Source: an optimization exercise on an open RTL-to-GDS flow (aim: small area). Production flows keep margins and buffers that such runs may drop. In this exercise RTL edits were held to simulation tests only and were not proved equivalent to the original. Power is estimated from default activity; no workload was simulated.

## design/flow/design.v

```verilog
`timescale 1ns / 1ps
module Debouncer(
    input  wire clk,
    input  wire rst,
    input  wire btn_in,
    output reg  btn_out
);
    localparam [9:0] CLR       = 10'h061;
    localparam [9:0] TERM_MASK = 10'h2fd;
    localparam [9:0] TERM      = 10'h055;
    reg sync_0, sync_1;
    reg stable_state;
    reg [9:0] q;
    wire differ = sync_1 ^ stable_state;
    wire term   = ((q & TERM_MASK) == TERM);
    wire run    = differ & ~term;
    always @(posedge clk or posedge rst) begin
        if (rst) begin
            sync_0       <= 1'b0;
            sync_1       <= 1'b0;
            stable_state <= 1'b0;
            btn_out      <= 1'b0;
        end else begin
            sync_0 <= btn_in;
            sync_1 <= sync_0;
            if (differ & term)
                stable_state <= sync_1;
            btn_out <= differ & (term ? sync_1 : btn_out);
        end
    end
    always @(posedge clk)
        q <= run ? {~q[8:0], q[2] ^ q[9]} : CLR;
endmodule
`timescale 1ns / 1ps
module vending_fsm(
    input  wire        clk,
    input  wire        rst,
    input  wire        started,
    input  wire [1:0]  sw_item,
    input  wire        db_btnU,    
    input  wire        db_btnL,    
    input  wire        db_btnR,    
    input  wire        db_btnD,    
    input  wire        db_btnC,    
    output reg  [14:0] display_val,    
    output wire        led_purchase,
    output reg         led_insuff
);
    localparam [1:0] ST_SELECT  = 2'b00,
                     ST_COIN    = 2'b01,
                     ST_SEL_PV  = 2'b10,    
                     ST_VEND    = 2'b11;
    reg [1:0]  state;
    reg [1:0]  item;
    reg [14:0] val;
    wire in_select = ~state[0];
    wire in_coin   = (state == ST_COIN);
    wire in_vend   = (state == ST_VEND);
    assign led_purchase = state[1];
    reg [14:0] price;
    always @(*) begin
        case (item)
            2'b00: price = 15'h050;
            2'b01: price = 15'h075;
            2'b10: price = 15'h100;
            default: price = 15'h135;
        endcase
    end
    wire enough = (val >= price);
    wire c50 = db_btnU;
    wire c25 = ~db_btnU & db_btnL;
    wire c10 = ~db_btnU & ~db_btnL & db_btnR;
    wire any_coin = db_btnU | db_btnL | db_btnR;
    reg [3:0] o, t, h;
    reg [2:0] k;
    reg [4:0] o1, t1, o4;
    reg [14:0] sum;
    always @(*) begin
        o1 = {1'b0, val[3:0]} + (c25 ? 5'd5 : 5'd0);
        o  = (o1 >= 5'd10) ? o1 - 5'd10 : o1;
        t1 = {1'b0, val[7:4]} + (c50 ? 5'd5 : c25 ? 5'd2 : c10 ? 5'd1 : 5'd0) + (o1 >= 5'd10);
        t  = (t1 >= 5'd10) ? t1 - 5'd10 : t1;
        h  = (t1 >= 5'd10) ? ((val[11:8] == 4'd9) ? 4'd0 : val[11:8] + 4'd1) : val[11:8];
        k  = val[14:12] + ((t1 >= 5'd10) && (val[11:8] == 4'd9));
        sum = {k, h, t, o};
        if (k == 3'd4 && (h != 4'd0 || (t == 4'd9 && o >= 4'd6))) begin
            if (h == 4'd0)
                sum = {11'd0, o - 4'd6};
            else begin
                o4 = {1'b0, o} + 5'd4;
                if (o4 >= 5'd10)
                    sum = {7'd0, t + 4'd1, o4[3:0] - 4'd10};
                else
                    sum = {7'd0, t, o4[3:0]};
            end
        end
    end
    reg [4:0] so, st, sh;
    reg [14:0] diff;
    always @(*) begin
        so = {1'b0, val[3:0]} - {1'b0, price[3:0]};
        if (so[4]) so = so + 5'd10;
        st = {1'b0, val[7:4]} - {1'b0, price[7:4]} - (({1'b0, val[3:0]} < {1'b0, price[3:0]}) ? 5'd1 : 5'd0);
        if (st[4]) st = st + 5'd10;
        sh = {1'b0, val[11:8]} - {1'b0, price[11:8]} - (({1'b0, val[7:0]} < {1'b0, price[7:0]}) ? 5'd1 : 5'd0);
        if (sh[4]) sh = sh + 5'd10;
        diff = {val[14:12] - ((val[11:0] < price[11:0]) ? 3'd1 : 3'd0), sh[3:0], st[3:0], so[3:0]};
    end
    wire vend_now = in_coin & ~db_btnD & db_btnC & enough;
    always @(posedge clk or posedge rst) begin
        if (rst) begin
            state       <= ST_SELECT;
            led_insuff  <= 1'b0;
            display_val <= 15'd0;
        end else begin
            case (state)
                ST_SELECT, ST_SEL_PV: begin
                    if (any_coin | db_btnC) state <= ST_COIN;
                    else                    state <= ST_SELECT;
                    led_insuff  <= 1'b0;
                    display_val <= started ? price : 15'd0;
                end
                ST_COIN: begin
                    if (db_btnD)
                        state <= ST_SELECT;
                    else if (db_btnC & enough)
                        state <= ST_VEND;
                    if (db_btnD)
                        led_insuff <= 1'b0;
                    else if (db_btnC & ~enough)
                        led_insuff <= 1'b1;
                    display_val <= val;
                end
                default: begin  
                    if (db_btnC | db_btnD) state <= ST_SEL_PV;
                    led_insuff  <= 1'b0;
                    display_val <= val;
                end
            endcase
        end
    end
    always @(posedge clk) begin
        if (in_select) begin
            item <= sw_item;
            val  <= c50 ? 15'h050 : c25 ? 15'h025 : c10 ? 15'h010 : 15'h000;
        end else if (vend_now)
            val <= diff;
        else if (in_coin)
            val <= sum;
    end
endmodule
`timescale 1ns / 1ps
module SevenSegmentDriver(
    input  wire        clk,
    input  wire        rst,
    input  wire [14:0] value,   
    output reg  [7:0]  seg,     
    output reg  [3:0]  an,      
    output reg         started  
);
    reg [13:0] refresh;
    reg [1:0]  digit_index;
    wire low_zero = (refresh[12:0] == 13'd0);
    wire fb       = refresh[13] ^ refresh[4] ^ refresh[2] ^ refresh[0] ^ low_zero;
    wire wrap     = low_zero & ~refresh[13];
    always @(posedge clk or posedge rst) begin
        if (rst) begin
            refresh     <= 14'd0;
            digit_index <= 2'd0;
            started     <= 1'b0;
        end else begin
            refresh <= {refresh[12:0], fb};
            started <= 1'b1;
            if (wrap & started)
                digit_index <= digit_index + 2'd1;
        end
    end
    reg [3:0] curr_digit;
    always @(*) begin
        case (digit_index)
            2'd0: curr_digit = value[3:0];
            2'd1: curr_digit = value[7:4];
            2'd2: curr_digit = value[11:8];
            default: curr_digit = {1'b0, value[14:12]};
        endcase
    end
    always @(*) begin
        case (curr_digit)
            4'd0: seg = 8'b11000000;
            4'd1: seg = 8'b11111001;
            4'd2: seg = 8'b10100100;
            4'd3: seg = 8'b10110000;
            4'd4: seg = 8'b10011001;
            4'd5: seg = 8'b10010010;
            4'd6: seg = 8'b10000010;
            4'd7: seg = 8'b11111000;
            4'd8: seg = 8'b10000000;
            4'd9: seg = 8'b10010000;
            default: seg = 8'b11111111;
        endcase
        an = 4'b1111;
        an[digit_index] = 1'b0;
    end
endmodule
`timescale 1ns / 1ps
module vending_machine_top(
    input  wire clk,         
    input  wire rst,         
    input  wire [1:0] sw_item,
    input  wire btnU,   
    input  wire btnL,   
    input  wire btnR,   
    input  wire btnD,   
    input  wire btnC,   
    output wire [7:0] seg,   
    output wire [3:0] an,    
    output wire [15:0] led_purchase,  
    output wire led_insuff
);
    wire db_btnU, db_btnL, db_btnR, db_btnD, db_btnC;
    Debouncer debU (.clk(clk), .rst(rst), .btn_in(btnU), .btn_out(db_btnU));
    Debouncer debL (.clk(clk), .rst(rst), .btn_in(btnL), .btn_out(db_btnL));
    Debouncer debR (.clk(clk), .rst(rst), .btn_in(btnR), .btn_out(db_btnR));
    Debouncer debD (.clk(clk), .rst(rst), .btn_in(btnD), .btn_out(db_btnD));
    Debouncer debC (.clk(clk), .rst(rst), .btn_in(btnC), .btn_out(db_btnC));
    wire [14:0] display_val;
    wire fsm_purchase;
    wire started;
    vending_fsm fsm_unit (
        .clk(clk), .rst(rst), .started(started), .sw_item(sw_item),
        .db_btnU(db_btnU), .db_btnL(db_btnL), .db_btnR(db_btnR),
        .db_btnD(db_btnD), .db_btnC(db_btnC),
        .display_val(display_val),
        .led_purchase(fsm_purchase),
        .led_insuff(led_insuff)
    );
    reg purchase_q;
    always @(posedge clk or posedge rst) begin
        if (rst) purchase_q <= 1'b0;
        else     purchase_q <= fsm_purchase;
    end
    assign led_purchase = {16{purchase_q}};
    SevenSegmentDriver sseg_unit (
        .clk(clk), .rst(rst), .value(display_val),
        .seg(seg), .an(an), .started(started)
    );
endmodule
```

## design/flow/run.sh

```bash
#!/bin/bash
# synth_recipe.tcl (not shown) runs the flow's synth.tcl, then flattens the netlist and writes it again
# the make line also repeats each setting of config.mk as NAME=value (left out here)
make -C /OpenROAD-flow-scripts/flow DESIGN_CONFIG=/design/flow/config.mk WORK_HOME=/design/flow/orfs CLKGATE_MAP_FILE= SYNTH_SCRIPT=/design/flow/synth_recipe.tcl finish
```

## design/flow/config.mk

```make
export PLATFORM = sky130hd
export DESIGN_NAME = vending_machine_top
export DESIGN_NICKNAME = vending_machine_top
export VERILOG_FILES = /design/flow/design.v
export SDC_FILE = /design/flow/constraint.sdc
export NUM_CORES = 4
export LEC_CHECK = 0
export ABC_AREA = 1
export CAP_MARGIN = 20
export CORE_MARGIN = 2
export CORE_UTILIZATION = 40
export CTS_BUF_LIST = sky130_fd_sc_hd__clkbuf_4
export CTS_CLUSTER_SIZE = 30
export SLEW_MARGIN = 20
```

## design/flow/constraint.sdc

```tcl
create_clock -name core_clock -period 80.0 [get_ports {clk}]
set_input_delay 16.0000 -clock core_clock [delete_from_list [all_inputs] [get_ports {clk}]]
set_output_delay 16.0000 -clock core_clock [all_outputs]
set_load 0.01 [all_outputs]
```

==> results of run 1 <==
## registers in the layout (all words and copies together), names as in the netlist, 10 cells and up
name and count:
debU.q 10, fsm_unit.display_val 15, debR.q 10, sseg_unit.refresh 14
debC.q 10, debD.q 10, fsm_unit.val 15, debL.q 10
## logic make-up after synthesis
| kind of cell | after synthesis | synth area share, % |
|---|---|---|
| flops | 123 | 46.80 |
| buf+inv | 128 | 8.786 |
| fa+ha+maj | 45 | 9.771 |
| xor+xnor | 27 | 3.800 |
| other cells | 1 | 0.06026 |
| simple gates | 313 | 22.86 |
| compound gates | 79 | 7.399 |
| mux | 3 | 0.5227 |
## power groups by stage
stage	clock (mW)	sequential, mW	combinational, mW
final	0.0421	0.0886	0.0540
after global placement	0	0.0895	0.0512
after floorplan	0	0.0860	0.0421
after CTS	0.0438	0.0886	0.0543
after detailed placement	0	0.0898	0.0539
after global routing	0.0468	0.0907	0.0620
## metrics by stage
step	hold WS [ns]	area, um2	utilization [%]
6_report	0.3602	6963	45.80
5_1_grt	0.3657	6963	45.80
4_1_cts	0.3637	6958	45.77
3_5_place_dp	0.3395	6678	43.93
3_3_place_gp	0.3364	6678	43.93
2_1_floorplan	0.3312	6227	-
## layer usage
metal | track usage (%) | wire, um
met5 | 0 | 0
met4 | 6.010 | 231
met3 | 3.742 | 475
met2 | 26.33 | 5704
met1 | 20.68 | 5823
## worst max-delay path: cells and delay by family (launching register included)
| family | cells | cell delay, ns |
|---|---|---|
| fa+ha+maj | 1 | 0.27 |
| buf+inv | 3 | 0.85 |
| compound gates | 4 | 1.00 |
| simple gates | 1 | 0.08 |
| flops | 1 | 0.42 |
## layout make-up
class / instances / share of cell area (%)
multi-input cells: 469 / 39.75
clock inverters: 14 / 2.084
clock buffers: 18 / 1.941
diodes: 2 / 0.07188
well taps: 188 / 3.378
repair buffers: 37 / 5.283
inverters: 105 / 5.660
flip-flops and latches: 123 / 41.83
## path summary, 6_finish.rpt
| check | start | endpoint | slack, ns | depth (start not counted) |
|---|---|---|---|---|
| setup / recovery | sseg_unit.digit_index[0]$_DFFE_PP0P_ | seg[0] | 60.89 | 9 |
| setup reg to reg | debU.btn_out$_DFF_PP0_ | fsm_unit.val[3]$_SDFFCE_PN0P_ | 74.16 | 30 |
| hold reg to reg | debL.sync_0$_DFF_PP0_ | debL.sync_1$_DFF_PP0_ | 0.36 | 0 |
| min in group asynchronous | rst | debD.stable_state$_DFFE_PP0P_ | 16.00 | 3 |
| hold / removal | debL.sync_0$_DFF_PP0_ | debL.sync_1$_DFF_PP0_ | 0.36 | 0 |
| max in group asynchronous | rst | fsm_unit.display_val[4]$_DFF_PP0_ | 63.54 | 3 |
## synth_stat cells (all sizes together) (11+ instances only)
master	count	share of area, %
a21oi	20	1.7
buf	19	2.2
dfrtp	56	23
dfxtp	50	16
edfxtp	17	8.2
ha	39	7.8
inv	105	6.3
nand2	152	9.9
nand3	47	4.2
nand4	12	1.2
nor2	82	5.4
o21ai	40	3.3
xnor2	11	1.5
xor2	16	2.3
==> metrics.csv, run 1 <==
stage,metric,value,unit
run_status,status,timing/DRC/antenna clean,
placement,place_congestion,0.8490,
setup_path,critPathArrivalTime,3.11,ns
sta,hold_violations,0,
clock_network,clockBufferDepth,2,
clock_network,cts-root-buf,clkbuf_4,
power_and_ir_drop,p_clk_share,22.8,%
clock_network,htreeDepth,4,
power_and_ir_drop,switching_share,35.01,%
power_and_ir_drop,power_density,26.52,nW/um2
power_and_ir_drop,comb_power_share,29.2,%
global_route,antenna_found_initial,1,
sta,clock_skew,0.01921,ns
clock_network,worstSkewPairLatency,0.51,ns
sta,maxSlewViolCount,0,
setup_path,cp_max_fo,7,
final_layout,final_cell_mix,"nand2_1, inv_1, nor2_1, dfrtp_1, dfxtp_1",
yosys,syn_inst,719,
setup_path,slowest_stage,clkdlybuf4s50_1,
setup_path,start_kind,register,
sta,layout_min_cycle_time,19.11,ns
route,drt_wl_total,12230,um
setup_path,crit_path_frequent_cell,o21ai_0,
clock_network,ctsResizeCount,0,
power_and_ir_drop,power_switching,64.64,uW
clock_network,holdBufCountCts,0,
placement,post-place-ws,61.41,ns
route,vias_per_cell,4.925,
route,wire_per_inst,12.80,um
yosys,ys_ff_latch,123,
floorplan,rows,45,
setup_path,cp-end-kind,primary output,
floorplan,chipHeight,128.7,um
floorplan,die-area,16570,um2
final_layout,layout.nets,807,
power_and_ir_drop,internal_power,120.0,uW
power_and_ir_drop,total_power,184.6,uW
yosys,avgSynthCellArea,8.656,um2
final_layout,drive_gt1_share,9.138,%
setup_path,slowest_delay,0.51,ns
power_and_ir_drop,seqPwrFrac,48.0,%
yosys,synth_edf_count,17,
setup_path,worstSetupPathType,reg -> out,
clock_network,clk_pin_slew,0.10,ns
sta,worst_slew_pin_slew,0.7767,ns
route,first_pass_iters,5,
route,drc,0,
global_route,grt_max_degree,57,
floorplan,initial_core_util,40.94,%
route,vias,4708,
final_layout,fill_cells,1476,
clock_network,cts.sinks,123,
sta,setup_viol,0,
power_and_ir_drop,p_leak,3.439,nW
global_route,globalRouteOverflowTotal,0,
clock_network,post_cts_buffers,0,
route,drtIter0Drc,323,
final_layout,seq_area,2913,um2
sta,setup_ws,60.89,ns
sta,clock.fmax,0.05232,GHz
sta,period_share,23.89,%
yosys,yosysWarnings,4,
route,antenna_left,0,
setup_path,path_cells,"inv_1, ha_1, a21oi_1, nand3_1, o21ai_0, inv_1, o21ai_0, o21ai_0, clkdlybuf4s50_1",
final_layout,final_cells,956,
yosys,synthFlopType,dfrtp_1,
clock_network,cts_tree,built,
placement,dp_hpwl,9376,um
final_layout,area_growth_syn_to_layout,11.88,%
yosys,ys_types,50,
floorplan,die_width,128.7,um
placement,numPortBuffers,36,
yosys,synth_async_sr_flop_share,45.53,%
global_route,track_usage,16.03,%
yosys,ys_seq_area_share,46.80,%
sta,grt_setup_unrepaired,false,
final_layout,multi_input_area,2768,um2
final_layout,final_common_cell,nand2_1,
worst_hold_path,hp-class,reg -> reg,
floorplan,core_area,15200,um2
clock_network,numCtsBuffers,17,
global_route,grt_pass1_wl,21100,um
floorplan,pin_count,38,
run,maxCapViolCount,0,
sta,max_slew_margin,48.22,%
sta,fin_tns_setup,0,ns
yosys,syn_area,6223,um2
setup_path,cp_data_required_time,64.00,ns
placement,dp_cells,922,
power_and_ir_drop,peakVddDrop,19.01,uV
global_route,grt_pass1_vias,4634,
==> run 2, diff against run 1 <==
--- a/design/flow/config.mk
+++ b/design/flow/config.mk
@@ -7,3 +7,2 @@
 export LEC_CHECK = 0
-export ABC_AREA = 1
 export CAP_MARGIN = 20
@@ -11,4 +10,2 @@
 export CORE_UTILIZATION = 40
-export CTS_BUF_LIST = sky130_fd_sc_hd__clkbuf_4
-export CTS_CLUSTER_SIZE = 30
 export SLEW_MARGIN = 20
==> metrics.csv, run 2 <==
stage,metric,value,unit,change
route,wire_per_inst,14.12,um,+10%
clock_network,holdBufCountCts,0,,unchanged
sta,worst_slew_pin_slew,0.9429,ns,+0.1661 ns
clock_network,cts.sinks,123,,unchanged
power_and_ir_drop,p_leak,3.135,nW,-8.8%
yosys,synth_common_cells,"nor2_1, dfrtp_1, nand2_1",,
clock_network,cts-root-buf,clkbuf_16,,
final_layout,final_common_cell,nor2_1,,
setup_path,path_cells,"inv_1, ha_1, a222oi_1, a21oi_1, inv_1, ha_1, nand2_1, o21ai_0, a22oi_1, clkdlybuf4s50_1",,
sta,maxSlewViolCount,0,,unchanged
yosys,synth_async_sr_flop_share,45.53,%,unchanged
route,drt_wl_total,12780,um,+4.4%
final_layout,final_cell_mix,"nor2_1, dfrtp_1, nand2_1, dfxtp_1, inv_1",,
global_route,grt_pass1_wl,21660,um,+2.6%
clock_network,cts_tree,built,,
setup_path,cp-end-kind,primary output,,
setup_path,critPathArrivalTime,3.18,ns,+0.07 ns
power_and_ir_drop,total_power,219.6,uW,+19%
clock_network,clk_pin_slew,0.06,ns,-0.04 ns
sta,fin_tns_setup,0,ns,unchanged
setup_path,path_buf_inv,3,,unchanged
floorplan,chipHeight,130.3,um,+1.2%
yosys,synth.most_common_cell,nor2_1,,
sta,grt_setup_unrepaired,false,,
route,drc,0,,unchanged
sta,setup_ws,60.82,ns,-0.06370 ns
route,vias_per_cell,5.049,,+2.5%
setup_path,cp_data_required_time,64.00,ns,about the same
final_layout,top_regs,"fsm_unit.display_val: 15 flops, fsm_unit.val: 15 flops, sseg_unit.refresh: 14 flops",,
sta,period_share,23.97,%,+0.080 points
power_and_ir_drop,power_switching,69.70,uW,+7.8%
final_layout,final_cells,905,,-5.3%
yosys,yosysWarnings,4,,unchanged
global_route,globalRouteOverflowTotal,0,,unchanged
sta,max_slew_margin,36.66,%,-12 points
yosys,ys_ff_latch,123,,unchanged
global_route,track_usage,16.18,%,+0.15 points
sta,clock_skew,0.008495,ns,-0.01072 ns
power_and_ir_drop,seqPwrFrac,40.7,%,-7.3 points
yosys,ys_types,75,,+50%
sta,layout_min_cycle_time,19.18,ns,+0.06370 ns
floorplan,initial_core_util,40.63,%,-0.31 points
final_layout,design_area,7410,um2,+6.4%
route,antenna_left,0,,unchanged
setup_path,start_kind,register,,
run,maxCapViolCount,0,,unchanged
setup_path,cp_max_fo,6,,-1
yosys,synthTopCellsByArea,"dfrtp_1, dfxtp_1, edfxtp_1",,
final_layout,final_util,47.16,%,+1.4 points
placement,numPortBuffers,36,,unchanged
global_route,grt_pass1_vias,4483,,-3.3%
clock_network,clockBufferDepth,2,,unchanged
floorplan,die-area,16990,um2,+2.5%
yosys,synth.largest_area_cell,dfrtp_1,,
sta,whs,0.3464,ns,-0.01380 ns
clock_network,post_cts_buffers,0,,unchanged
global_route,antenna_found_initial,0,,-1
yosys,synth_top_area_share,21.95,%,-0.56 points
route,first_pass_iters,5,,unchanged
clock_network,ctsResizeCount,0,,unchanged
setup_path,worstSetupPathType,reg -> out,,
clock_network,numCtsBuffers,17,,unchanged
final_layout,layout.nets,730,,-9.5%
setup_path,slowest_stage,clkdlybuf4s50_1,,
worst_hold_path,hp-class,reg -> reg,,
final_layout,area_growth_syn_to_layout,16.07,%,
setup_path,slowest_delay,0.56,ns,+0.05 ns
run_status,status,timing/DRC/antenna clean,,
yosys,syn_inst,651,,-9.5%
placement,dp_hpwl,9417,um,+0.43%
power_and_ir_drop,p_clk_share,33.5,%,+11 points
final_layout,fill_cells,1445,,-2.1%
power_and_ir_drop,comb_power_share,25.8,%,-3.4 points
floorplan,rows,46,,+2.2%
power_and_ir_drop,switching_share,31.73,%,-3.3 points
sta,clock.fmax,0.05215,GHz,-0.33%
global_route,grt_max_degree,57,,unchanged
placement,post-place-ws,61.26,ns,-0.1464 ns
yosys,synth_edf_count,17,,unchanged
placement,placed_area,6832,um2,+2.3%
power_and_ir_drop,internal_power,149.9,uW,+25%
clock_network,htreeDepth,4,,unchanged
final_layout,antenna_cells,0,,-2
power_and_ir_drop,peakVddDrop,18.79,uV,-1.1%
setup_path,critPathTopFamily,compound AO/OA/AOI/OAI gates,,
power_and_ir_drop,power_density,29.64,nW/um2,+12%
placement,dp_cells,873,,-5.3%
yosys,syn_area,6384,um2,+2.6%
clock_network,worstSkewPairLatency,0.41,ns,-0.10 ns
final_layout,drive_gt1_share,8.128,%,-1.0 points
floorplan,pin_count,38,,unchanged
yosys,synthFlopType,dfrtp_1,,
sta,hold_violations,0,,unchanged
floorplan,core_area,15710,um2,+3.4%
route,vias,4569,,-3.0%
sta,setup_viol,0,,unchanged
yosys,avgSynthCellArea,9.806,um2,+13%
floorplan,die_width,130.3,um,+1.2%
placement,place_congestion,0.8382,,-1.3%
yosys,ys_seq_area_share,45.63,%,-1.2 points
route,drtIter0Drc,325,,+0.62%
[run 2: cell types whose count changed in the layout (fill, tap and decap cells not counted), sizes merged, moves of 6 or more]
cell	change
inv	-56
xor2	-6
nor2b	+12
xnor2	+19
or4	+6
o21a	+6
a21oi	+13
o31ai	+6
nand3	-41
nand4	-6
a31oi	+6
nor3b	+8
nand2	-97
nand2b	+7
[run 2: cell type report]
| type | count | area (um2) | area share [%] |
|---|---|---|---|
| repair buffers | 37 | 367.9 | 4.965 |
| inverters | 47 | 176.4 | 2.381 |
| clock inverters | 11 | 106.4 | 1.435 |
| clock buffers | 21 | 471.7 | 6.366 |
| well taps | 216 | 270.3 | 3.647 |
| flip-flops and latches | 123 | 2913 | 39.31 |
| multi-input cells | 450 | 3104 | 41.89 |
[run 2: power by group through the flow]
stage	sequential (mW)	combinational [mW]	clock (mW)
floorplan	0.0862	0.0453	0
global placement	0.0901	0.0549	0
detailed placement	0.0904	0.0566	0
CTS	0.0895	0.0570	0.0752
global route	0.0913	0.0646	0.0784
finish	0.0894	0.0567	0.0735
[run 2: per-layer routing]
metal | routed length, um | track usage, %
met1 | 6033 | 21.15
met2 | 6193 | 26.73
met3 | 417 | 3.567
met4 | 131 | 5.444
met5 | 0 | 0
[run 2: worst register-to-register path: stages, from the launching register on]
cell,delay (ns)
dfrtp_1,0.50
nand2b_4,0.29
nor2_1,0.07
ha_1,0.23
xnor2_1,0.18
xnor2_1,0.16
inv_1,0.08
ha_1,0.26
nor2b_1,0.15
a31oi_1,0.26
a32oi_4,0.23
fa_1,0.50
fa_1,0.49
xnor2_1,0.41
clkinv_1,0.16
ha_1,0.32
o31ai_4,0.11
a21boi_1,0.12
or3b_1,0.53
nor2_1,0.16
ha_1,0.16
ha_1,0.25
nor3_1,0.78
nand2_1,0.16
or4_1,0.48
nor3b_1,0.26
o31ai_2,0.09
[run 2: worst paths after layout]
kind | startpoint | to | slack [ns] | cells past startpoint
worst max-delay path | sseg_unit.digit_index[0]$_DFFE_PP0P_ | seg[4] | 60.82 | 10
max in group asynchronous | rst | fsm_unit.display_val[13]$_DFF_PP0_ | 63.45 | 3
worst max register to register | debU.btn_out$_DFF_PP0_ | fsm_unit.val[7]$_SDFFCE_PN0P_ | 72.33 | 26
worst min register to register | debD.sync_0$_DFF_PP0_ | debD.sync_1$_DFF_PP0_ | 0.35 | 0
worst min-delay path | debD.sync_0$_DFF_PP0_ | debD.sync_1$_DFF_PP0_ | 0.35 | 0
min in group asynchronous | rst | debR.sync_1$_DFF_PP0_ | 16.09 | 3
[run 2: cell families (layout without fill, tap and decap cells)]
group                      count (synthesis)  count (layout)  share of synthesized area [%]
xor gates and xnor gates                  40              40                          5.782
DFF                                      123             123                          45.63
and+or+nand+nor                          212             212                          16.07
other                                      1               2                        0.05874
muxes                                     10              10                          1.666
adders and majority gates                 45              45                          9.526
AOI/OAI and AO/OA                        141             141                          15.46
buffers and inverters                     79             116                          5.802

==> separate check: timing with driven ports <==
No port has a modelled driver above. Below, the same layouts with a new extraction and two added sets of constraints.
Step 1: set_driving_cell puts a clkbuf_16 on clk and a buf_2 on each other input, an assumption about the parent block.
Step 2 also shifts input and output timing later by t, the mid clock arrival at the registers, as if the neighbouring blocks saw the same clock.
Three values: no drivers, after step 1, after step 2; two values: the first two.
| run | t (ns) | slack for setup (ns) | hold WS [ns] | worst setup path after step 2 | slew at the worst register clock pin (ns) |
|---|---|---|---|---|---|
| run 1 | 0.540 | 60.888 / 60.847 / 61.387 | 0.360 / 0.360 / 0.360 | register to output | 0.12 / 0.12 |
| run 2 | 0.451 | 60.825 / 60.780 / 61.230 | 0.346 / 0.346 / 0.346 | register to output | 0.06 / 0.06 |
After both steps every run listed still meets setup and hold.
